Source: an optimization exercise on an open RTL-to-GDS flow (aim: small area, a short achievable clock period and few clock cycles per item). Production flows keep margins and buffers that such runs may drop.
Where RTL was checked, it was by simulation tests only, not by an equivalence proof against the original.
Only the layout flow was run in runs 6 and 7; the RTL was not checked for function there.

[flow/run.sh]
#!/bin/bash
# synth_recipe.tcl (not shown) runs the flow's synth.tcl, then flattens the netlist and writes it again
# the make line also repeats each setting of config.mk as NAME=value (left out here)
make -C /OpenROAD-flow-scripts/flow DESIGN_CONFIG=/design/flow/config.mk WORK_HOME=/design/flow/orfs CLKGATE_MAP_FILE= SYNTH_SCRIPT=/design/flow/synth_recipe.tcl finish
[flow/config.mk]
export PLATFORM = sky130hd
export DESIGN_NAME = hash
export DESIGN_NICKNAME = hash
export VERILOG_FILES = /design/flow/design.v
export SDC_FILE = /design/flow/constraint.sdc
export NUM_CORES = 4
export LEC_CHECK = 0
export CAP_MARGIN = 20
export CORE_MARGIN = 2
export CORE_UTILIZATION = 40
export SLEW_MARGIN = 20
[flow/constraint.sdc]
create_clock -name core_clock -period 11.0 [get_ports {clk}]
set_input_delay 2.2000 -clock core_clock [delete_from_list [all_inputs] [get_ports {clk}]]
set_output_delay 2.2000 -clock core_clock [all_outputs]
set_load 0.01 [all_outputs]
[flow/design.v]
`timescale 1ns / 1ps
module hash (
    input  logic         clk,
    input  logic         rst_n,
    input  logic         rx_valid,
    input  logic [7:0]   rx_data,
    output logic         hash_done,
    output logic [255:0] fin_hash
);
  localparam logic [31:0] IV0 = 32'h6a09e667, IV1 = 32'hbb67ae85,
                          IV2 = 32'h3c6ef372, IV3 = 32'ha54ff53a,
                          IV4 = 32'h510e527f, IV5 = 32'h9b05688c,
                          IV6 = 32'h1f83d9ab, IV7 = 32'h5be0cd19;
  logic       in_byte, in_term;    
  logic [7:0] in_data;
  always_ff @(posedge clk or negedge rst_n)
    if (!rst_n) begin
      in_byte <= 1'b0;
      in_term <= 1'b0;
    end else begin
      in_byte <= rx_valid && (rx_data != 8'h0d);
      in_term <= rx_valid && (rx_data == 8'h0d);
    end
  always_ff @(posedge clk) in_data <= rx_data;
  logic       recv;       
  logic       gen;        
  logic [5:0] cnt;        
  logic [5:0] w;          
  logic       wf;         
  logic       qv, ql;     
  logic       done;
  logic wr, term, put, newword, shift, start;
  assign wr      = in_byte && !gen;           
  assign term    = in_term && recv;           
  assign start   = in_byte && !recv && !gen;  
  assign put     = wr || term;                
  assign newword = (cnt[1:0] == 2'd0);
  assign shift   = (put && newword) || (gen && (w != 6'd63));
  always_ff @(posedge clk or negedge rst_n)
    if (!rst_n) begin
      recv <= 1'b0;
      gen  <= 1'b0;
      cnt  <= '0;
      w    <= '0;
      wf   <= 1'b0;
      qv   <= 1'b0;
      ql   <= 1'b0;
      done <= 1'b0;
    end else begin
      qv   <= wf;
      ql   <= wf && (w == 6'd63);
      done <= qv && ql;
      wf   <= 1'b0;
      if (gen) begin
        if (w != 6'd63) begin
          w  <= w + 6'd1;
          wf <= 1'b1;
        end else begin
          gen <= 1'b0;
          cnt <= '0;
        end
      end else if (term) begin
        recv <= 1'b0;
        gen  <= 1'b1;
        w    <= cnt[5:2];
        wf   <= 1'b1;
      end else if (wr) begin
        recv <= 1'b1;
        cnt  <= cnt + 6'd1;
        w    <= cnt[5:2];
        wf   <= (cnt[1:0] == 2'd3);
      end
    end
  logic [31:0] W [0:15];
  logic [31:0] sched, genword;
  logic [7:0]  pbyte;
  assign sched   = ssig1(W[14]) + W[9] + ssig0(W[1]) + W[0];
  assign genword = (w[5:4] != 2'b00 || w[3:0] == 4'd15) ? sched :
                   (w[3:0] == 4'd14) ? {23'd0, cnt, 3'd0} : 32'd0;
  assign pbyte   = term ? 8'h80 : in_data;
  always_ff @(posedge clk) begin
    if (shift)
      for (int i = 0; i < 15; i++) W[i] <= W[i+1];
    if (gen) begin
      if (w != 6'd63) W[15] <= genword;
    end else if (put) begin
      for (int j = 0; j < 4; j++) begin
        if (cnt[1:0] == 2'(j))
          W[15][31-8*j -: 8] <= pbyte;
        else if (newword)
          W[15][31-8*j -: 8] <= 8'd0;
      end
    end
  end
  logic [31:0] q;
  always_ff @(posedge clk) q <= ROM(w) + W[15];
  logic [31:0] a, b, c, d, e, f, g, h;
  logic [31:0] t1, an, en;
  assign t1 = h + q + bsig1(e) + ch(e, f, g);
  assign an = t1 + bsig0(a) + maj(a, b, c);
  assign en = d + t1;
  always_ff @(posedge clk) begin
    if (start) begin
      a <= IV0; b <= IV1; c <= IV2; d <= IV3;
      e <= IV4; f <= IV5; g <= IV6; h <= IV7;
    end else if (qv) begin
      a <= an; b <= a; c <= b; d <= c;
      e <= en; f <= e; g <= f; h <= g;
    end
  end
  assign hash_done = done;
  assign fin_hash  = {a + IV0, b + IV1, c + IV2, d + IV3,
                      e + IV4, f + IV5, g + IV6, h + IV7};
  function automatic logic [31:0] rotr(input logic [31:0] x, input int n);
    rotr = (x >> n) | (x << (32 - n));
  endfunction
  function automatic logic [31:0] bsig0(input logic [31:0] x);
    bsig0 = rotr(x, 2) ^ rotr(x, 13) ^ rotr(x, 22);
  endfunction
  function automatic logic [31:0] bsig1(input logic [31:0] x);
    bsig1 = rotr(x, 6) ^ rotr(x, 11) ^ rotr(x, 25);
  endfunction
  function automatic logic [31:0] ssig0(input logic [31:0] x);
    ssig0 = rotr(x, 7) ^ rotr(x, 18) ^ (x >> 3);
  endfunction
  function automatic logic [31:0] ssig1(input logic [31:0] x);
    ssig1 = rotr(x, 17) ^ rotr(x, 19) ^ (x >> 10);
  endfunction
  function automatic logic [31:0] ch(input logic [31:0] x, y, z);
    ch = (x & y) ^ (~x & z);
  endfunction
  function automatic logic [31:0] maj(input logic [31:0] x, y, z);
    maj = (x & y) ^ (x & z) ^ (y & z);
  endfunction
  function automatic logic [31:0] ROM(input logic [5:0] idx);
    case (idx)
      6'd0: ROM = 32'h428a2f98;
      6'd1: ROM = 32'h71374491;
      6'd2: ROM = 32'hb5c0fbcf;
      6'd3: ROM = 32'he9b5dba5;
      6'd4: ROM = 32'h3956c25b;
      6'd5: ROM = 32'h59f111f1;
      6'd6: ROM = 32'h923f82a4;
      6'd7: ROM = 32'hab1c5ed5;
      6'd8: ROM = 32'hd807aa98;
      6'd9: ROM = 32'h12835b01;
      6'd10: ROM = 32'h243185be;
      6'd11: ROM = 32'h550c7dc3;
      6'd12: ROM = 32'h72be5d74;
      6'd13: ROM = 32'h80deb1fe;
      6'd14: ROM = 32'h9bdc06a7;
      6'd15: ROM = 32'hc19bf174;
      6'd16: ROM = 32'he49b69c1;
      6'd17: ROM = 32'hefbe4786;
      6'd18: ROM = 32'h0fc19dc6;
      6'd19: ROM = 32'h240ca1cc;
      6'd20: ROM = 32'h2de92c6f;
      6'd21: ROM = 32'h4a7484aa;
      6'd22: ROM = 32'h5cb0a9dc;
      6'd23: ROM = 32'h76f988da;
      6'd24: ROM = 32'h983e5152;
      6'd25: ROM = 32'ha831c66d;
      6'd26: ROM = 32'hb00327c8;
      6'd27: ROM = 32'hbf597fc7;
      6'd28: ROM = 32'hc6e00bf3;
      6'd29: ROM = 32'hd5a79147;
      6'd30: ROM = 32'h06ca6351;
      6'd31: ROM = 32'h14292967;
      6'd32: ROM = 32'h27b70a85;
      6'd33: ROM = 32'h2e1b2138;
      6'd34: ROM = 32'h4d2c6dfc;
      6'd35: ROM = 32'h53380d13;
      6'd36: ROM = 32'h650a7354;
      6'd37: ROM = 32'h766a0abb;
      6'd38: ROM = 32'h81c2c92e;
      6'd39: ROM = 32'h92722c85;
      6'd40: ROM = 32'ha2bfe8a1;
      6'd41: ROM = 32'ha81a664b;
      6'd42: ROM = 32'hc24b8b70;
      6'd43: ROM = 32'hc76c51a3;
      6'd44: ROM = 32'hd192e819;
      6'd45: ROM = 32'hd6990624;
      6'd46: ROM = 32'hf40e3585;
      6'd47: ROM = 32'h106aa070;
      6'd48: ROM = 32'h19a4c116;
      6'd49: ROM = 32'h1e376c08;
      6'd50: ROM = 32'h2748774c;
      6'd51: ROM = 32'h34b0bcb5;
      6'd52: ROM = 32'h391c0cb3;
      6'd53: ROM = 32'h4ed8aa4a;
      6'd54: ROM = 32'h5b9cca4f;
      6'd55: ROM = 32'h682e6ff3;
      6'd56: ROM = 32'h748f82ee;
      6'd57: ROM = 32'h78a5636f;
      6'd58: ROM = 32'h84c87814;
      6'd59: ROM = 32'h8cc70208;
      6'd60: ROM = 32'h90befffa;
      6'd61: ROM = 32'ha4506ceb;
      6'd62: ROM = 32'hbef9a3f7;
      6'd63: ROM = 32'hc67178f2;
      default: ROM = 32'h0;
    endcase
  endfunction
endmodule
==> results of run 1 <==
==> routing by layer <==
| layer | routed length, um | share of wire | up-vias |
|---|---|---|---|
| met1 | 69100 | 0.48 | 16812 |
| met2 | 63200 | 0.44 | 1126 |
| met4 | 2900 | 0.020 | 0 |
| li1 | - | - | 15818 |
| met3 | 10100 | 0.069 | 156 |
| met5 | 0 | 0 | - |
==> worst register-to-register path: cells and delay by family (launching register included) <==
kind / cells / cell delay [ns]
compound gates: 14 / 3.77
fa+ha+maj: 5 / 2.04
xor+xnor: 4 / 0.82
simple gates: 4 / 0.72
flops: 1 / 0.66
buf+inv: 1 / 0.06
==> cell families (layout without fill, tap and decap cells) <==
family | count (synthesis) | count (layout) | synth area share
buf+inv | 429 | 661 | 0.0350
xor+xnor | 595 | 595 | 0.110
fa+ha+maj | 374 | 374 | 0.122
flops | 828 | 828 | 0.459
simple gates | 1053 | 1053 | 0.100
compound gates | 877 | 877 | 0.122
mux | 237 | 237 | 0.0524
==> synth_stat cells (all sizes together) (9+ instances only) <==
cell,instances
nor3b,10
o21ai,201
o311ai,9
a311oi,12
a221oi,9
nor2,333
nand4,15
a211o,12
a311o,11
o22ai,11
a2111oi,15
o211ai,49
ha,187
a211oi,25
nand2b,45
and2,23
xor2,167
nand3,59
mux2i,216
or3,15
nor4,17
nand2,357
inv,188
o21bai,23
a21oi,239
nor2b,25
or2,11
o21a,31
a21boi,11
nor3,84
edfxtp,512
maj3,29
dfxtp,296
a21o,90
xnor2,427
buf,36
o31ai,20
clkbuf,202
a31oi,48
fa,158
and3,34
mux2,13
dfrtp,20
==> worst max path at each step <==
stage / depth (start not counted) / to / slack, ns / from
global route: 28 / a[29] / 2.26 / e[27]
CTS: 28 / a[29] / 2.99 / e[27]
global placement: 28 / a[29] / 3.24 / e[27]
finish: 28 / a[29] / 2.78 / e[27]
floorplan: 4 / W[0][0] / 1.65 / gen
detailed placement: 28 / a[29] / 3.05 / e[27]
==> per-stage QoR <==
step           setup WS [ns]  cell area [um^2]
6_report                2.78             54500
5_1_grt                 2.26             54500
4_1_cts                 2.99             54500
3_5_place_dp            3.05             51500
3_3_place_gp            3.24             51500
2_1_floorplan           1.65             47500
==> final cells by class <==
| type | count | area [um^2] | share of cell area |
|---|---|---|---|
| sequential | 828 | 21800 | 0.400 |
| clock inverter | 38 | 482 | 0.00884 |
| timing repair buffer | 308 | 3000 | 0.0550 |
| clock buffer | 124 | 2460 | 0.0452 |
| inverter | 191 | 717 | 0.0132 |
| multi-input combinational | 3136 | 24100 | 0.442 |
| tap | 1536 | 1920 | 0.0353 |
==> cells in the final DEF (no fill, tap or decap), types with 12 or more instances in the layout <==
cell type	n
edfxtp_1	512
xnor2_1	427
nand2_1	357
nor2_1	332
dfxtp_1	296
clkdlybuf4s50_1	267
a21oi_1	237
mux2i_1	216
ha_1	187
inv_1	186
o21ai_0	185
xor2_1	167
fa_1	158
a21o_1	90
clkbuf_16	90
nor3_1	84
nand3_1	59
o211ai_1	49
a31oi_1	47
nand2b_1	44
buf_4	39
and3_1	34
o21a_1	31
maj3_1	29
a211oi_1	25
clkbuf_1	25
nor2b_1	24
o21bai_1	22
and2_1	20
o31ai_1	19
dfrtp_1	17
nor4_1	16
nand4_1	15
or3_1	15
mux2_2	13
a211o_1	12
clkinv_2	12
==> impl_metrics.tcl, run 1 <==
set metrics [dict create \
    drc 0 \
    drv_cap 0 \
    largest_reg_flops 512 \
    hp-class "register to register" \
    postRouteAntennaNets 0 \
    grt_max_degree 188 \
    ys_ff_latch 828 \
    area_growth_pct 14.6 \
    synth_largest_area_cell "edfxtp_1" \
    syn_avg_cell_area_um2 10.8 \
    post_drt_wl_per_cell_um 23.6 \
    core-area_um2 118000 \
    worstPathArrival_ns 8.77 \
    grt-ovfl-total 0 \
    fillers 11021 \
    setup_violations 0 \
    whs_ns 0.369 \
    portBuffers 267 \
    clock-skew-final_ns 0.0511 \
    cts_tree "built" \
    critPathRequiredTime_ns 11.55 \
    dp_hpwl_mm 110 \
    tightest_slew_ns 1.18 \
    cts_buffers 89 \
    initial_utilization 0.403 \
    end_kind "register" \
    layout.nets 4910 \
    dieArea_um2 122000 \
    grt-busiest-layer "met1" \
    clk_latency_ns 0.69 \
    first_pass_iters 6 \
    cts.sinks 828 \
    ys.flop_type "edfxtp_1" \
    fp.dieW_um 349 \
    globalRouteMet1Util 0.354 \
    vias 33912 \
    die_h_um 349 \
    drive_above_1_share 0.0547 \
    period_needed_ns 8.22 \
    final_cells 6161 \
    num_rows 126 \
    cpPeakStageDelay_ns 0.73 \
    grt_use_met2 0.352 \
    post_cts_resized 0 \
    syn_inst 4393 \
    synth_fp_nets 4749 \
    slew_violations 0 \
    track_usage 0.236 \
    r2r.worst_path.cells 28 \
    rsz0062_at_grt "no" \
    viasPerCell 5.50 \
    synth_cell_types 101 \
    min_to "W[6][26]" \
    cts_max_level 3 \
    cts-root-buf "clkbuf_16" \
    gp_congestion 0.908 \
    postCtsHoldBufs 0 \
    outcome "complete, no violations" \
    crit_buf_inv 1 \
    syn-cell-area_um2 47500 \
    antennaDiodeCount 0 \
    synth_area_leaders "edfxtp_1 (32%), dfxtp_1 (12%), xnor2_1 (7.9%), fa_1 (6.7%), ha_1 (4.9%)" \
    clk_pin_slew_ns 0.06 \
    path_class "register to register" \
    ys_warn_count 2 \
    clock.fmax_mhz 122 \
    io_pins 268 \
    post-route-period-util 0.747 \
    synth.top_cell.area_share 0.323 \
    cts_buffer_depth 3 \
    grt_pass1_vias 32351 \
    finalSetupTns_ns 0 \
    worstReg2RegEnd "a[29]" \
    relSlewSlack 0.206 \
    async_flop_share 0.0242 \
    crit_family "compound AO/OA/AOI/OAI gates" \
    critPathLaunchType "register" \
    fin_util 0.462 \
    min_from "W[7][26]" \
    finalWirelength_mm 145 \
    drt_iter0_drc 3552 \
    met3_usage 0.0431 \
    final_hold_viol_count 0 \
    cts_setup_buffers 0 \
    place_inst 5999 \
    worstHoldPathCells 0 \
    cp_slowest_cell "a211oi_1" \
    synth-edff-count 512 \
    reg2reg_slack_ns 2.78 \
    grt_first_pass_wirelength_mm 215 \
    crit_fanout 9 \
    worstReg2RegStart "e[27]" \
    top_register "W" \
    ys_seq_area_frac 0.459 \
    grt_antenna_before_repair 2 \
]
Testbench counts, summed over its fixed seeds: cycles 17,024, items 192.
==> run 2, diff against run 1 <==
--- a/flow/design.v
+++ b/flow/design.v
@@ -75,5 +75,8 @@
   logic [31:0] sched, genword;
   logic [7:0]  pbyte;
-  assign sched   = ssig1(W[14]) + W[9] + ssig0(W[1]) + W[0];
+  logic [31:0] w1s, w1c, w2s, w2c;
+  assign {w1c, w1s} = csa(W[9], W[0], ssig0(W[1]));
+  assign {w2c, w2s} = csa(w1s, w1c, ssig1(W[14]));
+  assign sched   = w2s + w2c;
   assign genword = (w[5:4] != 2'b00 || w[3:0] == 4'd15) ? sched :
                    (w[3:0] == 4'd14) ? {23'd0, cnt, 3'd0} : 32'd0;
@@ -96,8 +99,20 @@
   always_ff @(posedge clk) q <= ROM(w) + W[15];
   logic [31:0] a, b, c, d, e, f, g, h;
-  logic [31:0] t1, an, en;
-  assign t1 = h + q + bsig1(e) + ch(e, f, g);
-  assign an = t1 + bsig0(a) + maj(a, b, c);
-  assign en = d + t1;
+  logic [31:0] s1, chv, s0, mj, an, en;
+  logic [31:0] a1s, a1c, b1s, b1c, a2s, a2c, a3s, a3c;
+  logic [31:0] e1s, e1c, e2s, e2c, e3s, e3c;
+  assign s1  = bsig1(e);
+  assign chv = ch(e, f, g);
+  assign s0  = bsig0(a);
+  assign mj  = maj(a, b, c);
+  assign {a1c, a1s} = csa(h, q, mj);
+  assign {b1c, b1s} = csa(s1, chv, s0);
+  assign {a2c, a2s} = csa(a1s, a1c, b1s);
+  assign {a3c, a3s} = csa(a2s, a2c, b1c);
+  assign an = a3s + a3c;
+  assign {e1c, e1s} = csa(d, h, q);
+  assign {e2c, e2s} = csa(e1s, e1c, s1);
+  assign {e3c, e3s} = csa(e2s, e2c, chv);
+  assign en = e3s + e3c;
   always_ff @(posedge clk) begin
     if (start) begin
@@ -112,4 +127,7 @@
   assign fin_hash  = {a + IV0, b + IV1, c + IV2, d + IV3,
                       e + IV4, f + IV5, g + IV6, h + IV7};
+  function automatic logic [63:0] csa(input logic [31:0] x, y, z);
+    csa = {((x & y) | (x & z) | (y & z)) << 1, x ^ y ^ z};
+  endfunction
   function automatic logic [31:0] rotr(input logic [31:0] x, input int n);
     rotr = (x >> n) | (x << (32 - n));
--- a/flow/config.mk
+++ b/flow/config.mk
@@ -9,3 +9,4 @@
 export CORE_MARGIN = 2
 export CORE_UTILIZATION = 40
+export SETUP_SLACK_MARGIN = 5
 export SLEW_MARGIN = 20
==> impl_metrics.tcl, run 2 <==
set metrics [dict create \
    outcome "complete, no violations" \
    cts-root-buf "clkbuf_16" \
    synth_area_leaders "edfxtp_1 (31%), dfxtp_1 (12%), fa_1 (11%), xnor2_1 (6.6%), mux2i_1 (4.5%)" \
    syn_inst 4530 \
    antennaDiodeCount 0 \
    dieArea_um2 125000 \
    initial_utilization 0.403 \
    cts_buffers 90 \
    ys_warn_count 2 \
    largest_reg_flops 512 \
    crit_fanout 7 \
    path_class "register to output port" \
    clock.fmax_mhz 167 \
    cts_tree "built" \
    min_to "qv" \
    first_pass_iters 6 \
    min_from "wf" \
    clk_latency_ns 0.69 \
    critPathLaunchType "register" \
    ys_ff_latch 828 \
    worstHoldPathCells 0 \
    postRouteAntennaNets 0 \
    critPathRequiredTime_ns 8.80 \
    final_common_cell "edfxtp_1" \
    synth.top_cell.area_share 0.314 \
    grt_antenna_before_repair 4 \
    top_register "W" \
    final_cell_mix "edfxtp_1 (512), nand2_1 (372), xnor2_1 (369)" \
    clock-skew-final_ns 0.0578 \
    relSlewSlack 0.0426 \
    worstReg2RegEnd "a[31]" \
    ys_seq_area_frac 0.445 \
    r2r.worst_path.cells 18 \
    synth_fp_nets 4976 \
    die_h_um 354 \
    synth_largest_area_cell "edfxtp_1" \
    drt_iter0_drc 3581 \
    synth.most_common_cell "edfxtp_1" \
    portBuffers 267 \
    finalWirelength_mm 152 \
    syn-cell-area_um2 49000 \
    end_kind "output port" \
    period_needed_ns 6.00 \
    startpoint "a[1]" \
    finalSetupTns_ns 0 \
    tightest_slew_ns 1.44 \
    grt_pass1_vias 33812 \
    slew_violations 0 \
    grt_first_pass_wirelength_mm 223 \
    clk_pin_slew_ns 0.06 \
    fp.dieW_um 354 \
    synth_cell_types 89 \
    rsz0062_at_grt "yes" \
    num_rows 128 \
    reg2reg_slack_ns 5.14 \
    synth.cells.most_frequent "edfxtp_1 (512), nand2_1 (373), xnor2_1 (369), inv_1 (365), nor2_1 (317)" \
    viasPerCell 5.41 \
    io_pins 268 \
    async_flop_share 0.0242 \
    final_hold_viol_count 0 \
    gp_congestion 0.945 \
    hp-class "register to register" \
    post-route-period-util 0.545 \
    ys.flop_type "edfxtp_1" \
    setup_violations 0 \
    area_growth_pct 16.1 \
    post_drt_wl_per_cell_um 23.7 \
    cts_max_level 3 \
    drv_cap 0 \
    layout.nets 5154 \
    track_usage 0.239 \
    grt_max_degree 205 \
    synth-edff-count 512 \
    vias 34663 \
    drive_above_1_share 0.0718 \
    grt-ovfl-total 0 \
    drc 0 \
    core-area_um2 122000 \
    dp_hpwl_mm 115 \
    cts_buffer_depth 3 \
    syn_avg_cell_area_um2 10.8 \
    postCtsHoldBufs 0 \
    worstReg2RegStart "a[24]" \
    cts.sinks 828 \
    worstPathArrival_ns 3.80 \
]
==> run 2: cell types whose count changed in the layout (fill, tap and decap cells not counted), moves of 33 or more <==
cell and change:
a21oi_1 -34, fa_1 +120, ha_1 -33, inv_1 +175
o21ai_0 -34, o21ai_1 +48, xnor2_1 -58
==> run 2: stage by stage <==
stage,utilization,worst slack [ns],hold slack [ns],cells,area (um^2)
2_1_floorplan,-,1.65,0.346,4530,49100
3_3_place_gp,0.437,4.97,0.356,6218,53200
3_5_place_dp,0.437,4.97,0.354,6218,53200
4_1_cts,0.465,4.95,0.380,6393,56600
5_1_grt,0.467,4.81,0.388,6402,56900
6_report,0.467,5.00,0.377,6402,56900
==> run 2: layout make-up <==
class,count,area (um^2)
Multi-Input combinational cell,3097,25500
Clock buffer,110,2410
Tap cell,1625,2030
Timing Repair Buffer,322,3130
Clock inverter,51,608
Sequential cell,828,21900
Inverter,369,1400
Fill cell,11354,64800
==> run 2: worst max-delay path by stage <==
stage | to
after floorplan | W[0][0]
after global placement | fin_hash[255]
after detailed placement | fin_hash[255]
after CTS | fin_hash[141]
after global routing | fin_hash[223]
final | fin_hash[244]
==> run 2: metal layers <==
layer,track usage,vias up,part of all wire
li1,-,15943,-
met4,0.0731,2,0.031
met5,0,-,0.000073
met3,0.0405,213,0.072
met1,0.332,17280,0.43
met2,0.381,1225,0.46
==> run 2: cell families after synthesis <==
group	after synthesis	share of synthesized area
AND/OR/NAND/NOR	1008	0.0915
flip-flops	828	0.445
AO/OA/AOI/OAI	824	0.106
buffers and inverters	605	0.0469
XOR/XNOR	568	0.101
adder cells (fa/ha/maj)	465	0.160
multiplexers	232	0.0491
==> run 2: timing repair <==
item,4_1_cts,5_1_grt
pin swaps,18,23
gates resized for setup,77,72
buffers inserted,14,9
setup endpoints to repair,69,58
==> run 2: worst max-delay path: stages (launching register included) <==
cell,delay [ns]
dfxtp_2,0.40
inv_2,0.12
ha_1,0.19
nand2b_1,0.11
a311o_1,0.46
a311oi_2,0.39
o21ai_2,0.12
a31o_2,0.31
buf_4,0.14
xor2_1,0.26
clkdlybuf4s50_1,0.62
Testbench counts of run 2, summed over its fixed seeds: cycles 17,024, items 192.
==> run 3, diff against run 2 <==
--- a/flow/config.mk
+++ b/flow/config.mk
@@ -9,4 +9,3 @@
 export CORE_MARGIN = 2
 export CORE_UTILIZATION = 40
-export SETUP_SLACK_MARGIN = 5
 export SLEW_MARGIN = 20
==> impl_metrics.tcl, run 3 <==
set metrics [dict create \
    cpPeakStageDelay_ns 0.79 \
    fin_ws_ns 4.16 \
    num_rows 128 \
    gp_congestion 0.968 \
    drc 0 \
    rsz0062_at_grt "no" \
    drt_iter0_drc 3464 \
    tightest_slew_ns 1.07 \
    fillers 11551 \
    crit_fanout 11 \
    finalWirelength_mm 151 \
    grt_antenna_before_repair 8 \
    ys_seq_area_frac 0.445 \
    final_common_cell "edfxtp_1" \
    drv_cap 0 \
    cts-root-buf "clkbuf_16" \
    portBuffers 267 \
    cts_buffers 88 \
    synth_cell_types 89 \
    period_needed_ns 6.84 \
    cp_slowest_cell "dfxtp_1" \
    largest_reg_flops 512 \
    synth.most_common_cell "edfxtp_1" \
    die_h_um 354 \
    io_pins 268 \
    postRouteAntennaNets 0 \
    final_hold_viol_count 0 \
    cts.sinks 828 \
    layout.nets 5137 \
    seq_area_um2 21800 \
    path_class "register to output port" \
    dp_slack_ns 4.96 \
    cts_setup_buffers 0 \
    ys.flop_type "edfxtp_1" \
    worstPathArrival_ns 4.64 \
    drive_above_1_share 0.0464 \
    cts_tree "built" \
    crit_chain "o311ai_1 -> a21oi_1 -> o311ai_2 -> a21oi_1 -> o21ai_1 -> a21oi_1 -> o21ai_1 -> nand2_1 -> xor2_1 -> clkdlybuf4s50_1" \
    grt_first_pass_wirelength_mm 222 \
    critPathRequiredTime_ns 8.80 \
    critPathLaunchType "register" \
    setup_violations 0 \
    whs_ns 0.383 \
    postCtsHoldBufs 0 \
    synth_largest_area_cell "edfxtp_1" \
    top_register "W" \
    initial_utilization 0.403 \
    synth-edff-count 512 \
    synth_fp_nets 4976 \
    startpoint "a[3]" \
    cts_buffer_depth 3 \
    grt-ovfl-total 0 \
    clock-skew-final_ns 0.0492 \
    hp-class "register to register" \
    fp.dieW_um 354 \
    clk_latency_ns 0.69 \
    viasPerCell 5.39 \
    async_flop_share 0.0242 \
    outcome "complete, no violations" \
    vias 34437 \
    area_growth_pct 14.4 \
    clk_pin_slew_ns 0.06 \
    relSlewSlack 0.288 \
    grt_max_degree 198 \
    synth_area_leaders "edfxtp_1 (31%), dfxtp_1 (12%), fa_1 (11%), xnor2_1 (6.6%), mux2i_1 (4.5%)" \
    grt_pass1_vias 33662 \
    dp_hpwl_mm 116 \
    end_kind "output port" \
    track_usage 0.238 \
    worstReg2RegStart "w[0]" \
    post-route-period-util 0.622 \
    ys_warn_count 2 \
    syn_inst 4530 \
    cts_max_level 3 \
    slew_violations 0 \
    min_from "wf" \
    syn-cell-area_um2 49000 \
    ys_ff_latch 828 \
    first_pass_iters 5 \
    post_cts_resized 0 \
    multi_input_area_um2 24900 \
    final_cell_mix "edfxtp_1 (512), nand2_1 (373), xnor2_1 (369)" \
    finalSetupTns_ns 0 \
    syn_avg_cell_area_um2 10.8 \
    dieArea_um2 125000 \
    core-area_um2 122000 \
    cpMostUsedCell "a21oi_1" \
    synth.cells.most_frequent "edfxtp_1 (512), nand2_1 (373), xnor2_1 (369), inv_1 (365), nor2_1 (317)" \
    clock.fmax_mhz 146 \
    synth.top_cell.area_share 0.314 \
    post_drt_wl_per_cell_um 23.7 \
]
run 3: cell counts after synthesis:
Identical to the previous run, type by type.
run 3: layer usage:
metal | part of all wire | track usage | wire length [um]
met5 | 0.000086 | 0 | 13
met3 | 0.069 | 0.0384 | 10400
met1 | 0.43 | 0.330 | 65700
met4 | 0.030 | 0.0705 | 4470
met2 | 0.47 | 0.385 | 70800
run 3: final cells by class:
type	instances	share of cell area
diodes	1	0.0000446
inverters	369	0.0247
clock buffers	113	0.0433
clock inverters	48	0.00823
repair buffers	307	0.0537
well taps	1625	0.0363
multi-input cells	3097	0.445
flip-flops and latches	828	0.389
run 3: cell families after synthesis:
family	Yosys count	synth area share
XOR/XNOR	568	0.101
buffers and inverters	605	0.0469
AND/OR/NAND/NOR	1008	0.0915
adder cells (fa/ha/maj)	465	0.160
flip-flops	828	0.445
AO/OA/AOI/OAI	824	0.106
multiplexers	232	0.0491
run 3: through the flow:
stage                util  area, um^2  instances
finish              0.461       56100       6388
global route        0.461       56100       6387
global placement    0.437       53200       6226
floorplan               -       49000       4530
detailed placement  0.437       53200       6226
CTS                 0.461       56100       6387
run 3: final timing paths:
check	endpoint	slack, ns	depth (start not counted)
max in group asynchronous	w[3]	8.27	1
min reg2reg	qv	0.38	0
min	qv	0.38	0
min in group asynchronous	done	2.05	1
max reg2reg	q[29]	4.82	15
max	fin_hash[255]	4.16	10
run 3: critical path: cells and delay by family, from the launching register on:
family | cells | cell delay [ns]
compound gates | 7 | 2.34
flops | 1 | 0.79
xor+xnor | 1 | 0.15
simple gates | 1 | 0.13
buf+inv | 1 | 0.56
==> run 4, diff against run 3 <==
--- a/flow/design.v
+++ b/flow/design.v
@@ -111,6 +111,9 @@
   assign {a3c, a3s} = csa(a2s, a2c, b1c);
   assign an = a3s + a3c;
+  logic [31:0] ef, exs, exc;
+  assign ef = ql ? (IV4 - IV0) : 32'd0;
   assign {e1c, e1s} = csa(d, h, q);
-  assign {e2c, e2s} = csa(e1s, e1c, s1);
+  assign {exc, exs} = csa(e1s, e1c, ef);
+  assign {e2c, e2s} = csa(exs, exc, s1);
   assign {e3c, e3s} = csa(e2s, e2c, chv);
   assign en = e3s + e3c;
@@ -120,11 +123,12 @@
       e <= IV4; f <= IV5; g <= IV6; h <= IV7;
     end else if (qv) begin
-      a <= an; b <= a; c <= b; d <= c;
-      e <= en; f <= e; g <= f; h <= g;
+      a <= an;                         b <= a + (ql ? IV1 : 32'd0);
+      c <= b + (ql ? IV2 : 32'd0);     d <= c + (ql ? IV3 : 32'd0);
+      e <= en;                         f <= e + (ql ? IV5 : 32'd0);
+      g <= f + (ql ? IV6 : 32'd0);     h <= g + (ql ? IV7 : 32'd0);
     end
   end
   assign hash_done = done;
-  assign fin_hash  = {a + IV0, b + IV1, c + IV2, d + IV3,
-                      e + IV4, f + IV5, g + IV6, h + IV7};
+  assign fin_hash  = {a, b, c, d, e, f, g, h};
   function automatic logic [63:0] csa(input logic [31:0] x, y, z);
     csa = {((x & y) | (x & z) | (y & z)) << 1, x ^ y ^ z};
@@ -216,5 +220,5 @@
       6'd61: ROM = 32'ha4506ceb;
       6'd62: ROM = 32'hbef9a3f7;
-      6'd63: ROM = 32'hc67178f2;
+      6'd63: ROM = 32'hc67178f2 + 32'h6a09e667;  
       default: ROM = 32'h0;
     endcase
==> flow/flow/run.sh (new file) <==
#!/bin/bash
# Standard ORFS layout, with setup repair aimed below the clock period.
set -euo pipefail
bash standard.sh SETUP_SLACK_MARGIN=6.5 finish > orfs_flow.log 2>&1
==> flow/standard.sh (new file) <==
#!/bin/bash
# synth_recipe.tcl (not shown) runs the flow's synth.tcl, then flattens the netlist and writes it again
# the make line also repeats each setting of config.mk as NAME=value (left out here)
make -C /OpenROAD-flow-scripts/flow DESIGN_CONFIG=/design/flow/config.mk WORK_HOME=/design/flow/orfs CLKGATE_MAP_FILE= SYNTH_SCRIPT=/design/flow/synth_recipe.tcl "${@:-finish}"
removed: flow/run.sh
==> impl_metrics.tcl, run 4 <==
set metrics [dict create \
    cts.sinks 828 \
    dp_hpwl_mm 124 \
    fillers 11335 \
    area_growth_pct 23.8 \
    layout.nets 5741 \
    synth-edff-count 512 \
    critPathRequiredTime_ns 11.54 \
    fp.dieW_um 360 \
    rsz0062_at_grt "yes" \
    drv_cap 0 \
    postRouteAntennaNets 0 \
    period_needed_ns 4.87 \
    num_rows 130 \
    relSlewSlack 0.313 \
    clock-skew-final_ns 0.0637 \
    drc 0 \
    viasPerCell 5.60 \
    final_common_cell "edfxtp_1" \
    post-route-period-util 0.442 \
    ys_seq_area_frac 0.429 \
    top_register "W" \
    cts_max_level 3 \
    synth.top_cell.area_share 0.303 \
    clk_pin_slew_ns 0.06 \
    worstReg2RegEnd "e[25]" \
    syn_inst 4767 \
    portBuffers 267 \
    postCtsHoldBufs 0 \
    largest_reg_flops 512 \
    cpMostUsedCell "inv_1" \
    cts_buffer_depth 3 \
    gp_congestion 0.937 \
    tightest_slew_ns 1.03 \
    finalSetupTns_ns 0 \
    reg2reg_slack_ns 6.13 \
    critPathLaunchType "register" \
    final_hold_viol_count 0 \
    min_from "wf" \
    synth_cell_types 95 \
    slew_violations 0 \
    synth_fp_nets 5338 \
    first_pass_iters 6 \
    drt_iter0_drc 4125 \
    dieArea_um2 130000 \
    crit_fanout 5 \
    worstReg2RegStart "h[7]" \
    syn_avg_cell_area_um2 10.7 \
    setup_violations 0 \
    worstHoldPathCells 0 \
    async_flop_share 0.0242 \
    grt_antenna_before_repair 5 \
    place_inst 6506 \
    drive_above_1_share 0.173 \
    worstPathArrival_ns 5.41 \
    grt_first_pass_wirelength_mm 247 \
    ys.flop_type "edfxtp_1" \
    initial_utilization 0.404 \
    end_kind "register" \
    antennaDiodeCount 0 \
    ys_warn_count 2 \
    final_cell_mix "edfxtp_1 (512), inv_1 (401), nor2_1 (321)" \
    r2r.worst_path.cells 18 \
    synth_area_leaders "edfxtp_1 (30%), dfxtp_1 (12%), fa_1 (11%), ha_1 (6.6%), xnor2_1 (6.2%)" \
    syn-cell-area_um2 50800 \
    grt_pass1_vias 36172 \
    grt_max_degree 192 \
    vias 38614 \
    finalWirelength_mm 171 \
    final_cells 6893 \
    synth.most_common_cell "edfxtp_1" \
    grt-ovfl-total 0 \
    outcome "complete, no violations" \
    synth_largest_area_cell "edfxtp_1" \
    crit_chain "inv_1 -> fa_1 -> inv_1 -> ha_1 -> inv_2 -> fa_2 -> fa_1 -> inv_1 -> ha_4 -> or4_4 -> o21a_4 -> a211oi_4 -> o31ai_4 -> or2_1 -> a31oi_1 -> xnor2_1 -> mux2i_1 -> nor2_1" \
    cpPeakStageDelay_ns 0.54 \
    track_usage 0.256 \
    core-area_um2 126000 \
    clock.fmax_mhz 205 \
    io_pins 268 \
    die_h_um 360 \
    min_to "qv" \
    cts-root-buf "clkbuf_16" \
    path_class "register to register" \
    cts_tree "built" \
    hp-class "register to register" \
    ys_ff_latch 828 \
    cts_buffers 92 \
    clk_latency_ns 0.72 \
    synth.cells.most_frequent "edfxtp_1 (512), inv_1 (422), xnor2_1 (361), nor2_1 (339), nand2_1 (324)" \
    cp_slowest_cell "or4_4" \
    post_drt_wl_per_cell_um 24.8 \
]
==> run 4: timing repair <==
item / 4_1_cts / 5_1_grt
gates cloned: 7 / 0
buffers inserted: 99 / 114
setup endpoints to repair: 90 / 66
resized for setup: 400 / 240
hold endpoints to repair: 0 / 0
pin swaps: 99 / 149
==> run 4: how the worst max path moves through the flow <==
| stage | startpoint | endpoint | slack (ns) |
|---|---|---|---|
| after global routing | h[7] | e[31] | 6.03 |
| after global placement | w[0] | q[29] | 5.07 |
| final | h[7] | e[25] | 6.13 |
| after CTS | e[27] | a[30] | 6.14 |
| after detailed placement | w[0] | q[30] | 5.02 |
| after floorplan | w[1] | W[0][0] | 1.94 |
==> run 4: logic make-up (layout without fill, tap and decap cells) <==
family,count (synthesis),in the layout,synth area share
compound gates,1043,1043,0.131
xor+xnor,507,507,0.0874
fa+ha+maj,590,590,0.187
buf+inv,644,1120,0.0482
flops,828,828,0.429
mux,122,122,0.0258
simple gates,1033,1033,0.0917
==> run 4: layer usage <==
layer / routed length [um] / GRT usage
met3: 12800 / 0.0412
met2: 76300 / 0.394
met5: 15 / 0
met4: 5570 / 0.0803
met1: 75900 / 0.370
==> run 4: critical path: cells and delay by family, from the launching register on <==
kind	cells	cell delay, ns
adder cells (fa/ha/maj)	5	1.94
AND/OR/NAND/NOR	3	0.88
buffers and inverters	4	0.25
flip-flops	1	0.39
AO/OA/AOI/OAI	4	1.02
multiplexers	1	0.13
XOR/XNOR	1	0.10
==> run 4: final cells by class <==
type	instances	area, um^2	share of cell area
timing repair buffer	528	5030	0.0801
timing repair inverter	1	7.51	0.000119
clock inverter	48	563	0.00896
sequential	828	22100	0.352
inverter	424	1630	0.0259
tap	1650	2060	0.0328
multi-input combinational	3295	29000	0.461
clock buffer	119	2440	0.0389
==> run 4: per-stage QoR <==
stage	utilization	cell area, um^2	hold slack [ns]	setup slack, ns
finish	0.499	62900	0.385	6.13
global route	0.499	62900	0.385	6.03
floorplan	-	51300	0.346	1.94
detailed placement	0.440	55400	0.370	5.02
CTS	0.485	61000	0.375	6.14
global placement	0.440	55400	0.369	5.07
Testbench counts of run 4, summed over its fixed seeds: cycles 17,024, items 192.
==> run 5, diff against run 4 <==
==> flow/run.sh (new file) <==
#!/bin/bash
# synth_recipe.tcl (not shown) runs the flow's synth.tcl, then flattens the netlist and writes it again
# the make line also repeats each setting of config.mk as NAME=value (left out here)
make -C /OpenROAD-flow-scripts/flow DESIGN_CONFIG=/design/flow/config.mk WORK_HOME=/design/flow/orfs CLKGATE_MAP_FILE= SYNTH_SCRIPT=/design/flow/synth_recipe.tcl finish
--- a/flow/config.mk
+++ b/flow/config.mk
@@ -9,3 +9,4 @@
 export CORE_MARGIN = 2
 export CORE_UTILIZATION = 40
+export SETUP_SLACK_MARGIN = 5
 export SLEW_MARGIN = 20
removed: flow/flow/run.sh
removed: flow/standard.sh
==> impl_metrics.tcl, run 5 <==
set metrics [dict create \
    outcome "complete, no violations" \
    portBuffers 267 \
    syn_avg_cell_area_um2 10.7 \
    drv_cap 0 \
    slew_violations 0 \
    place_inst 6493 \
    track_usage 0.252 \
    async_flop_share 0.0242 \
    setup_violations 0 \
    end_kind "register" \
    largest_reg_flops 512 \
    grt_max_degree 201 \
    ys_ff_latch 828 \
    dieArea_um2 130000 \
    cts-root-buf "clkbuf_16" \
    postCtsHoldBufs 0 \
    synth-edff-count 512 \
    synth_cell_types 95 \
    relSlewSlack 0.238 \
    worstPathArrival_ns 6.39 \
    path_class "register to register" \
    critPathRequiredTime_ns 11.59 \
    clk_latency_ns 0.73 \
    synth_area_leaders "edfxtp_1 (30%), dfxtp_1 (12%), fa_1 (11%), ha_1 (6.6%), xnor2_1 (6.2%)" \
    crit_fanout 10 \
    num_rows 130 \
    cts.sinks 828 \
    synth_largest_area_cell "edfxtp_1" \
    synth_fp_nets 5338 \
    finalWirelength_mm 165 \
    post_drt_wl_per_cell_um 24.8 \
    clk_pin_slew_ns 0.06 \
    final_hold_viol_count 0 \
    critPathLaunchType "register" \
    grt_pass1_vias 36003 \
    synth.top_cell.area_share 0.303 \
    clock-skew-final_ns 0.0514 \
    initial_utilization 0.404 \
    final_common_cell "edfxtp_1" \
    area_growth_pct 14.7 \
    cts_max_level 3 \
    finalSetupTns_ns 0 \
    whs_ns 0.375 \
    cts_tree "built" \
    rsz0062_at_grt "yes" \
    synth.most_common_cell "edfxtp_1" \
    vias 37330 \
    dp_hpwl_mm 126 \
    post-route-period-util 0.527 \
    clock.fmax_mhz 172 \
    postRouteAntennaNets 0 \
    ys_warn_count 2 \
    fp.dieW_um 360 \
    top_register "W" \
    drt_iter0_drc 3757 \
    cts_buffer_depth 3 \
    grt_antenna_before_repair 2 \
    grt-ovfl-total 0 \
    syn-cell-area_um2 50800 \
    grt_first_pass_wirelength_mm 244 \
    die_h_um 360 \
    io_pins 268 \
    gp_congestion 0.967 \
    final_cells 6665 \
    layout.nets 5507 \
    cts_buffers 91 \
    final_cell_mix "edfxtp_1 (512), inv_1 (421), xnor2_1 (359)" \
    tightest_slew_ns 1.14 \
    hp-class "register to register" \
    ys.flop_type "edfxtp_1" \
    fillers 11665 \
    syn_inst 4767 \
    core-area_um2 126000 \
    first_pass_iters 6 \
    viasPerCell 5.60 \
    synth.cells.most_frequent "edfxtp_1 (512), inv_1 (422), xnor2_1 (361), nor2_1 (339), nand2_1 (324)" \
    period_needed_ns 5.80 \
    ys_seq_area_frac 0.429 \
    drc 0 \
    drive_above_1_share 0.0527 \
]
==> run 5: cell counts after synthesis <==
No cell type changed its count.
==> run 5: worst max-delay path: stages, from the launching register on <==
cell	delay, ns
dfxtp_1	0.78
mux2i_1	0.66
fa_1	0.57
fa_1	0.54
inv_1	0.05
fa_1	0.44
ha_1	0.39
a2111oi_2	0.38
o21ai_1	0.16
and3_4	0.24
and3_4	0.19
o41a_4	0.40
a31o_1	0.27
a41oi_2	0.26
o21ai_1	0.14
xnor2_1	0.16
a21oi_1	0.08
==> run 5: cell type report <==
class / count / area [um^2] / area share
multi-input cells: 3295 / 26700 / 0.458
flip-flops and latches: 828 / 21800 / 0.375
clock inverters: 44 / 613 / 0.0105
clock buffers: 123 / 2500 / 0.0429
diodes: 5 / 12.5 / 0.000215
inverters: 424 / 1600 / 0.0275
well taps: 1650 / 2060 / 0.0354
repair buffers: 296 / 2960 / 0.0507
==> run 5: final timing paths <==
kind | from | end | slack [ns] | cells after the start
max | e[8] | a[31] | 5.20 | 16
min | wf | qv | 0.37 | 0
max reg2reg | e[8] | a[31] | 5.20 | 16
min reg2reg | wf | qv | 0.37 | 0
max in group asynchronous | rst_n | w[0] | 8.85 | 2
min in group asynchronous | rst_n | cnt[0] | 1.84 | 2
==> run 5: stage by stage <==
| step | util | worst slack, ns | cell area, um^2 |
|---|---|---|---|
| finish | 0.463 | 5.20 | 58300 |
| global route | 0.463 | 4.94 | 58200 |
| CTS | 0.462 | 5.11 | 58200 |
| detailed placement | 0.437 | 4.71 | 55000 |
| global placement | 0.437 | 4.72 | 55000 |
| floorplan | - | 1.94 | 50900 |
==> run 5: logic make-up after synthesis <==
family,after synthesis,synth area share
compound gates,1043,0.131
simple gates,1033,0.0917
flops,828,0.429
buf+inv,644,0.0482
fa+ha+maj,590,0.187
xor+xnor,507,0.0874
mux,122,0.0258
==> run 5: metal layers <==
metal  up-vias  share of wire  wire, um  GRT usage
li1      16948              -         -          -
met1     18665           0.45     74300      0.363
met2      1453           0.45     74000      0.391
met3       264          0.071     11700     0.0396
met4         0          0.031      5190     0.0777
met5         -              0         0          0
==> run 5: repair_timing <==
| action | 4_1_cts | 5_1_grt |
|---|---|---|
| hold endpoints to repair | 0 | 0 |
| pin swaps | 0 | 0 |
| setup endpoints to repair | 7 | 11 |
| buffers inserted | 0 | 0 |
| resized for setup | 3 | 20 |
==> run 6, diff against run 5 <==
--- a/flow/design.v
+++ b/flow/design.v
@@ -14,13 +14,7 @@
   logic       in_byte, in_term;    
   logic [7:0] in_data;
-  always_ff @(posedge clk or negedge rst_n)
-    if (!rst_n) begin
-      in_byte <= 1'b0;
-      in_term <= 1'b0;
-    end else begin
-      in_byte <= rx_valid && (rx_data != 8'h0d);
-      in_term <= rx_valid && (rx_data == 8'h0d);
-    end
-  always_ff @(posedge clk) in_data <= rx_data;
+  assign in_byte = rx_valid && (rx_data != 8'h0d);
+  assign in_term = rx_valid && (rx_data == 8'h0d);
+  assign in_data = rx_data;
   logic       recv;       
   logic       gen;        
@@ -28,5 +22,5 @@
   logic [5:0] w;          
   logic       wf;         
-  logic       qv, ql;     
+  logic       qv, ql, qp;  
   logic       done;
   logic wr, term, put, newword, shift, start;
@@ -46,8 +40,10 @@
       qv   <= 1'b0;
       ql   <= 1'b0;
+      qp   <= 1'b0;
       done <= 1'b0;
     end else begin
       qv   <= wf;
       ql   <= wf && (w == 6'd63);
+      qp   <= wf && (w == 6'd62);
       done <= qv && ql;
       wf   <= 1'b0;
@@ -111,9 +107,6 @@
   assign {a3c, a3s} = csa(a2s, a2c, b1c);
   assign an = a3s + a3c;
-  logic [31:0] ef, exs, exc;
-  assign ef = ql ? (IV4 - IV0) : 32'd0;
   assign {e1c, e1s} = csa(d, h, q);
-  assign {exc, exs} = csa(e1s, e1c, ef);
-  assign {e2c, e2s} = csa(exs, exc, s1);
+  assign {e2c, e2s} = csa(e1s, e1c, s1);
   assign {e3c, e3s} = csa(e2s, e2c, chv);
   assign en = e3s + e3c;
@@ -124,5 +117,6 @@
     end else if (qv) begin
       a <= an;                         b <= a + (ql ? IV1 : 32'd0);
-      c <= b + (ql ? IV2 : 32'd0);     d <= c + (ql ? IV3 : 32'd0);
+      c <= b + (ql ? IV2 : 32'd0);
+      d <= c + (ql ? IV3 : qp ? IV4 - IV0 : 32'd0);
       e <= en;                         f <= e + (ql ? IV5 : 32'd0);
       g <= f + (ql ? IV6 : 32'd0);     h <= g + (ql ? IV7 : 32'd0);
==> flow/flow/run.sh (new file) <==
#!/bin/bash
# Standard ORFS layout, with setup repair aimed below the clock period.
set -euo pipefail
bash standard.sh SETUP_SLACK_MARGIN=6.5 finish > orfs_flow.log 2>&1
==> flow/standard.sh (new file) <==
#!/bin/bash
# synth_recipe.tcl (not shown) runs the flow's synth.tcl, then flattens the netlist and writes it again
# the make line also repeats each setting of config.mk as NAME=value (left out here)
make -C /OpenROAD-flow-scripts/flow DESIGN_CONFIG=/design/flow/config.mk WORK_HOME=/design/flow/orfs CLKGATE_MAP_FILE= SYNTH_SCRIPT=/design/flow/synth_recipe.tcl "${@:-finish}"
--- a/flow/config.mk
+++ b/flow/config.mk
@@ -9,4 +9,3 @@
 export CORE_MARGIN = 2
 export CORE_UTILIZATION = 40
-export SETUP_SLACK_MARGIN = 5
 export SLEW_MARGIN = 20
removed: flow/run.sh
==> impl_metrics.tcl, run 6 <==
set metrics [dict create \
    gp_congestion 0.935 \
    syn-cell-area_um2 50000 \
    io_pins 268 \
    slew_violations 0 \
    final_hold_viol_count 0 \
    clk_pin_slew_ns 0.06 \
    postCtsHoldBufs 0 \
    dieArea_um2 128000 \
    cts-root-buf "clkbuf_16" \
    ys.flop_type "edfxtp_1" \
    final_common_cell "edfxtp_1" \
    synth_cell_types 102 \
    portBuffers 267 \
    top_register "W" \
    synth_largest_area_cell "edfxtp_1" \
    cts_tree "built" \
    design_area_um2 61200 \
    cts_buffers 91 \
    grt_antenna_before_repair 3 \
    grt-ovfl-total 0 \
    crit_fanout 4 \
    first_pass_iters 6 \
    ys_warn_count 2 \
    rsz0062_at_grt "yes" \
    fin_util 0.495 \
    cp_slowest_cell "fa_1" \
    end_kind "register" \
    cpMostUsedCell "fa_1" \
    cts.sinks 819 \
    syn_inst 4642 \
    ys_ff_latch 819 \
    largest_reg_flops 512 \
    final_cell_mix "edfxtp_1 (512), inv_1 (352), nand2_1 (306)" \
    hp-class "register to register" \
    vias 37329 \
    grt_first_pass_wirelength_mm 234 \
    area_growth_pct 22.6 \
    viasPerCell 5.58 \
    synth.top_cell.area_share 0.308 \
    async_flop_share 0.0232 \
    cts_buffer_depth 3 \
    path_class "register to register" \
    grt_pass1_vias 34734 \
    grt_max_degree 187 \
    outcome "complete, no violations" \
    fp.dieW_um 357 \
    drt_iter0_drc 3692 \
    synth_area_leaders "edfxtp_1 (31%), dfxtp_1 (12%), fa_1 (11%), ha_1 (6.3%), xnor2_1 (6.0%)" \
    crit_chain "xor2_4 -> xnor2_4 -> fa_1 -> fa_1 -> inv_1 -> fa_1 -> ha_2 -> inv_2 -> fa_2 -> nor2b_2 -> o21a_2 -> o31ai_4 -> a32oi_2 -> a41oi_2 -> o21ai_4 -> a32oi_4 -> o31ai_2 -> mux2i_1 -> nand3_1" \
    clock.fmax_mhz 203 \
    num_rows 129 \
    finalWirelength_mm 164 \
    placed_area_um2 54200 \
    initial_utilization 0.404 \
    finalSetupTns_ns 0 \
    clock-skew-final_ns 0.0489 \
    clk_latency_ns 0.70 \
    core-area_um2 124000 \
    period_needed_ns 4.92 \
    critPathLaunchType "register" \
    crit_buf_inv 2 \
    layout.nets 5521 \
    synth_fp_nets 5186 \
    worstPathArrival_ns 5.46 \
    postRouteAntennaNets 0 \
    dp_slack_ns 4.62 \
    drive_above_1_share 0.154 \
    post_drt_wl_per_cell_um 24.5 \
    synth.most_common_cell "edfxtp_1" \
    cts_max_level 3 \
    tightest_slew_ns 1.04 \
    synth-edff-count 512 \
    crit_family "adder cells" \
    fin_ws_ns 6.08 \
    critPathRequiredTime_ns 11.55 \
    relSlewSlack 0.306 \
    setup_violations 0 \
    ys_seq_area_frac 0.433 \
    drc 0 \
    drv_cap 0 \
    cpPeakStageDelay_ns 0.50 \
    dp_hpwl_mm 119 \
    syn_avg_cell_area_um2 10.8 \
    synth.cells.most_frequent "edfxtp_1 (512), inv_1 (364), xnor2_1 (345), nand2_1 (317), nor2_1 (312)" \
    post-route-period-util 0.447 \
    track_usage 0.249 \
    die_h_um 357 \
]
[run 6: cell types whose count changed after synthesis, sizes merged, moves of 10 or more]
cell / delta
a21o: +30
a211oi: -15
nand3: -22
a31oi: +10
xor2: +20
xnor2: -16
nand4: +11
o211ai: -15
fa: -11
nor2: -27
inv: -57
ha: -16
[run 6: worst register-to-register path, stage by stage, from the launching register on]
cell	delay, ns
dfxtp_4	0.43
xor2_4	0.29
xnor2_4	0.17
fa_1	0.46
fa_1	0.50
inv_1	0.05
fa_1	0.49
ha_2	0.19
inv_2	0.04
fa_2	0.33
nor2b_2	0.13
o21a_2	0.18
o31ai_4	0.07
a32oi_2	0.23
a41oi_2	0.24
o21ai_4	0.27
a32oi_4	0.17
o31ai_2	0.23
mux2i_1	0.22
nand3_1	0.08
[run 6: layer usage]
layer	global-route usage	part of all wire	vias up
li1	-	-	16979
met1	0.358	0.44	18571
met2	0.380	0.45	1518
met3	0.0459	0.080	259
met4	0.0756	0.033	2
met5	0	0.000097	-
[run 6: cells by family after synthesis]
family	synth area share
flops	0.433
mux	0.0261
simple gates	0.0895
fa+ha+maj	0.182
compound gates	0.136
buf+inv	0.0445
xor+xnor	0.0896
[run 6: repair_timing]
item                                    CTS  global route
endpoints found under the setup margin  627           446
pin swaps                                55            97
gates resized for setup                 284           265
buffers inserted                         63            90
cloned                                    6             2
[run 6: final cells by class]
| class | instances | area, um^2 |
|---|---|---|
| diodes | 1 | 2.50 |
| clock buffers | 111 | 2440 |
| clock inverters | 61 | 802 |
| fillers | 11018 | 62600 |
| inverters | 366 | 1400 |
| multi-input cells | 3242 | 28100 |
| flip-flops and latches | 819 | 21800 |
| well taps | 1637 | 2050 |
| repair buffers | 457 | 4540 |
[run 6: through the flow]
step | hold WS, ns | instances
after floorplan | 0.367 | 4642
after global placement | 0.400 | 6360
after detailed placement | 0.405 | 6360
after CTS | 0.385 | 6601
after global routing | 0.390 | 6693
final | 0.386 | 6694
[run 6: path summary, 6_finish.rpt]
kind / startpoint / end / slack [ns] / cells past startpoint
worst max-delay path: e[27] / a[28] / 6.08 / 19
worst min-delay path: W[12][9] / W[11][9] / 0.39 / 0
worst max register to register: e[27] / a[28] / 6.08 / 19
worst min register to register: W[12][9] / W[11][9] / 0.39 / 0
max in group asynchronous: rst_n / qv / 8.15 / 1
min in group asynchronous: rst_n / cnt[5] / 2.06 / 1
==> run 7, diff against run 6 <==
==> flow/flow/run.sh (replaced) <==
#!/bin/bash
# Standard ORFS layout, with setup repair aimed below the clock period and
# small port buffers.
set -euo pipefail
bash standard.sh SETUP_SLACK_MARGIN=6.5 'BUFFER_PORTS_ARGS=-buffer_cell sky130_fd_sc_hd__buf_1' finish > orfs_flow.log 2>&1
--- a/flow/config.mk
+++ b/flow/config.mk
@@ -8,4 +8,5 @@
 export CAP_MARGIN = 20
 export CORE_MARGIN = 2
-export CORE_UTILIZATION = 40
+export CORE_UTILIZATION = 55
+export CTS_BUF_LIST = sky130_fd_sc_hd__clkbuf_8
 export SLEW_MARGIN = 20
==> impl_metrics.tcl, run 7 <==
set metrics [dict create \
    cts_max_level 4 \
    whs_ns 0.392 \
    tightest_slew_ns 1.09 \
    io_pins 268 \
    r2r.worst_path.cells 17 \
    track_usage 0.342 \
    clk_latency_ns 0.87 \
    fillers 7234 \
    cts-root-buf "clkbuf_8" \
    seq_area_um2 21800 \
    cts.sinks 819 \
    grt-ovfl-total 0 \
    fp.dieW_um 305 \
    largest_reg_flops 512 \
    post_drt_wl_per_cell_um 25.8 \
    synth-edff-count 512 \
    path_class "register to register" \
    drv_cap 0 \
    clock.fmax_mhz 205 \
    fin_util 0.646 \
    gp_congestion 0.976 \
    ys_warn_count 2 \
    vias 37942 \
    synth.most_common_cell "edfxtp_1" \
    clock-skew-final_ns 0.0622 \
    num_rows 110 \
    portBuffers 267 \
    final_hold_viol_count 0 \
    viasPerCell 6.01 \
    ys_ff_latch 819 \
    period_needed_ns 4.87 \
    final_cell_mix "edfxtp_1 (512), inv_1 (396), nand2_1 (306)" \
    end_kind "register" \
    top_register "W" \
    dp_slack_ns 5.16 \
    finalWirelength_mm 163 \
    cts_buffers 138 \
    ys_seq_area_frac 0.433 \
    relSlewSlack 0.271 \
    drc 0 \
    dp_hpwl_mm 118 \
    synth.cells.most_frequent "edfxtp_1 (512), inv_1 (364), xnor2_1 (345), nand2_1 (317), nor2_1 (312)" \
    grt_pass1_vias 35183 \
    critPathLaunchType "register" \
    grt_max_degree 142 \
    die_h_um 305 \
    multi_input_area_um2 28000 \
    final_common_cell "edfxtp_1" \
    rsz0062_at_grt "yes" \
    first_pass_iters 8 \
    async_flop_share 0.0232 \
    initial_utilization 0.555 \
    clk_pin_slew_ns 0.07 \
    area_growth_pct 16.5 \
    hp-class "register to register" \
    synth_area_leaders "edfxtp_1 (31%), dfxtp_1 (12%), fa_1 (11%), ha_1 (6.3%), xnor2_1 (6.0%)" \
    dieArea_um2 93300 \
    layout.nets 5563 \
    worstHoldPathCells 0 \
    grt_antenna_before_repair 5 \
    finalSetupTns_ns 0 \
    fin_ws_ns 6.13 \
    outcome "complete, no violations" \
    postRouteAntennaNets 0 \
    cts_tree "built" \
    grt_first_pass_wirelength_mm 235 \
    drive_above_1_share 0.155 \
    cts_buffer_depth 3 \
    drt_iter0_drc 4169 \
    worstPathArrival_ns 5.55 \
    critPathRequiredTime_ns 11.68 \
    syn_avg_cell_area_um2 10.8 \
    synth.top_cell.area_share 0.308 \
    crit_fanout 4 \
    setup_violations 0 \
    post-route-period-util 0.443 \
    synth_fp_nets 5186 \
    synth_cell_types 102 \
    syn-cell-area_um2 50000 \
    syn_inst 4642 \
    slew_violations 0 \
    ys.flop_type "edfxtp_1" \
    synth_largest_area_cell "edfxtp_1" \
    core-area_um2 90000 \
]
-- run 7: cell types whose count changed in the layout (fill, tap and decap cells not counted), moves of 7 or more --
cell,before,now
clkbuf_1,12,0
xnor2_2,49,36
xnor2_1,293,302
buf_1,0,267
clkbuf_8,7,153
clkdlybuf4s50_1,267,0
dfxtp_2,28,35
clkinv_1,12,22
inv_1,352,396
clkbuf_16,94,0
nor2_1,287,295
bufinv_16,13,3
nor2_4,12,5
-- run 7: area by class of cell --
type	instances	area share
multi-input cells	3241	0.481
clock inverters	101	0.0108
clock buffers	153	0.0362
flip-flops and latches	819	0.375
inverters	366	0.0240
diodes	2	0.0000860
repair buffers	453	0.0469
well taps	1176	0.0253
-- run 7: cells by family after synthesis --
family | synth area share
AO/OA/AOI/OAI | 0.136
AND/OR/NAND/NOR | 0.0895
flip-flops | 0.433
buffers and inverters | 0.0445
adder cells (fa/ha/maj) | 0.182
XOR/XNOR | 0.0896
multiplexers | 0.0261
-- run 7: stage by stage --
step                      cell area [um^2]  instances
after floorplan                      50000       4642
after global placement               51900       5895
after detailed placement             51900       5896
after CTS                            56500       6240
after global routing                 58200       6310
final                                58200       6311
-- run 7: layer usage --
| layer | vias to the layer above | wire, um | GRT usage |
|---|---|---|---|
| met4 | 2 | 6040 | 0.113 |
| met1 | 18762 | 69700 | 0.505 |
| met3 | 287 | 16700 | 0.0744 |
| li1 | 17103 | - | - |
| met5 | - | 13 | 0 |
| met2 | 1788 | 70600 | 0.499 |
-- run 7: path summary, 6_finish.rpt --
check	from	to	slack [ns]
setup / recovery	e[15]	a[30]	6.13
hold / removal	W[12][16]	W[11][16]	0.39
setup reg to reg	e[15]	a[30]	6.13
hold reg to reg	W[12][16]	W[11][16]	0.39
max in group asynchronous	rst_n	w[4]	9.40
min in group asynchronous	rst_n	cnt[4]	1.30
-- run 7: repair_timing --
| item | CTS | global route |
|---|---|---|
| pin swaps | 54 | 107 |
| resized for setup | 275 | 237 |
| buffers inserted | 88 | 68 |
| cloned | 2 | 1 |
| setup endpoints to repair | 488 | 473 |
| hold buffers | 0 | 0 |
-- run 7: critical path, stage by stage, from the launching register on --
cell      delay [ns]
dfxtp_4         0.38
xor2_2          0.19
xnor2_2         0.30
fa_1            0.49
fa_1            0.54
inv_2           0.05
fa_1            0.53
ha_4            0.22
nor2b_4         0.12
o21a_2          0.24
o31ai_4         0.25
a32oi_2         0.18
a41oi_4         0.34
o21ai_4         0.11
a32oi_4         0.35
o211ai_1        0.17
xnor2_1         0.17
o211ai_1        0.09

[re-timing with driven ports]
How much do the figures lean on ideal ports? The routed layouts below were timed once more, with nothing changed but the port constraints.
Step 1, drivers: a clkbuf_16 drives clk and a buf_2 each remaining input, both assumed.
Step 2 moves the port delays by t, midway between the first and last clock arrival at a register: inputs arrive t later, outputs are due t later. That takes back most of the time a late clock gives input paths.
Slacks: ideal ports / drivers / drivers and shift; pairs: ideal ports / drivers.
run | shift t [ns] | setup slack, ns | hold slack, ns | latest minus earliest clock arrival (ns)
run 1 | 0.730 | 2.781 / 2.781 / 2.781 | 0.369 / 0.369 / 0.369 | 0.054 / 0.053
run 2 | 0.725 | 5.001 / 4.934 / 5.141 | 0.377 / 0.377 / 0.377 | 0.060 / 0.060
run 3 | 0.738 | 4.158 / 4.086 / 4.818 | 0.383 / 0.383 / 0.383 | 0.049 / 0.049
run 4 | 0.758 | 6.133 / 6.133 / 6.133 | 0.385 / 0.385 / 0.385 | 0.065 / 0.065
run 5 | 0.776 | 5.202 / 5.202 / 5.202 | 0.375 / 0.375 / 0.375 | 0.052 / 0.052
run 6 | 0.752 | 6.084 / 6.084 / 5.886 | 0.386 / 0.386 / 0.386 | 0.049 / 0.049
run 7 | 0.905 | 6.132 / 6.132 / 5.667 | 0.392 / 0.392 / 0.392 | 0.063 / 0.062
After both steps every run listed still meets setup and hold. The setup slack of run 7, which loses most, moves by 0.000 ns with the drivers and by -0.465 ns with both steps.
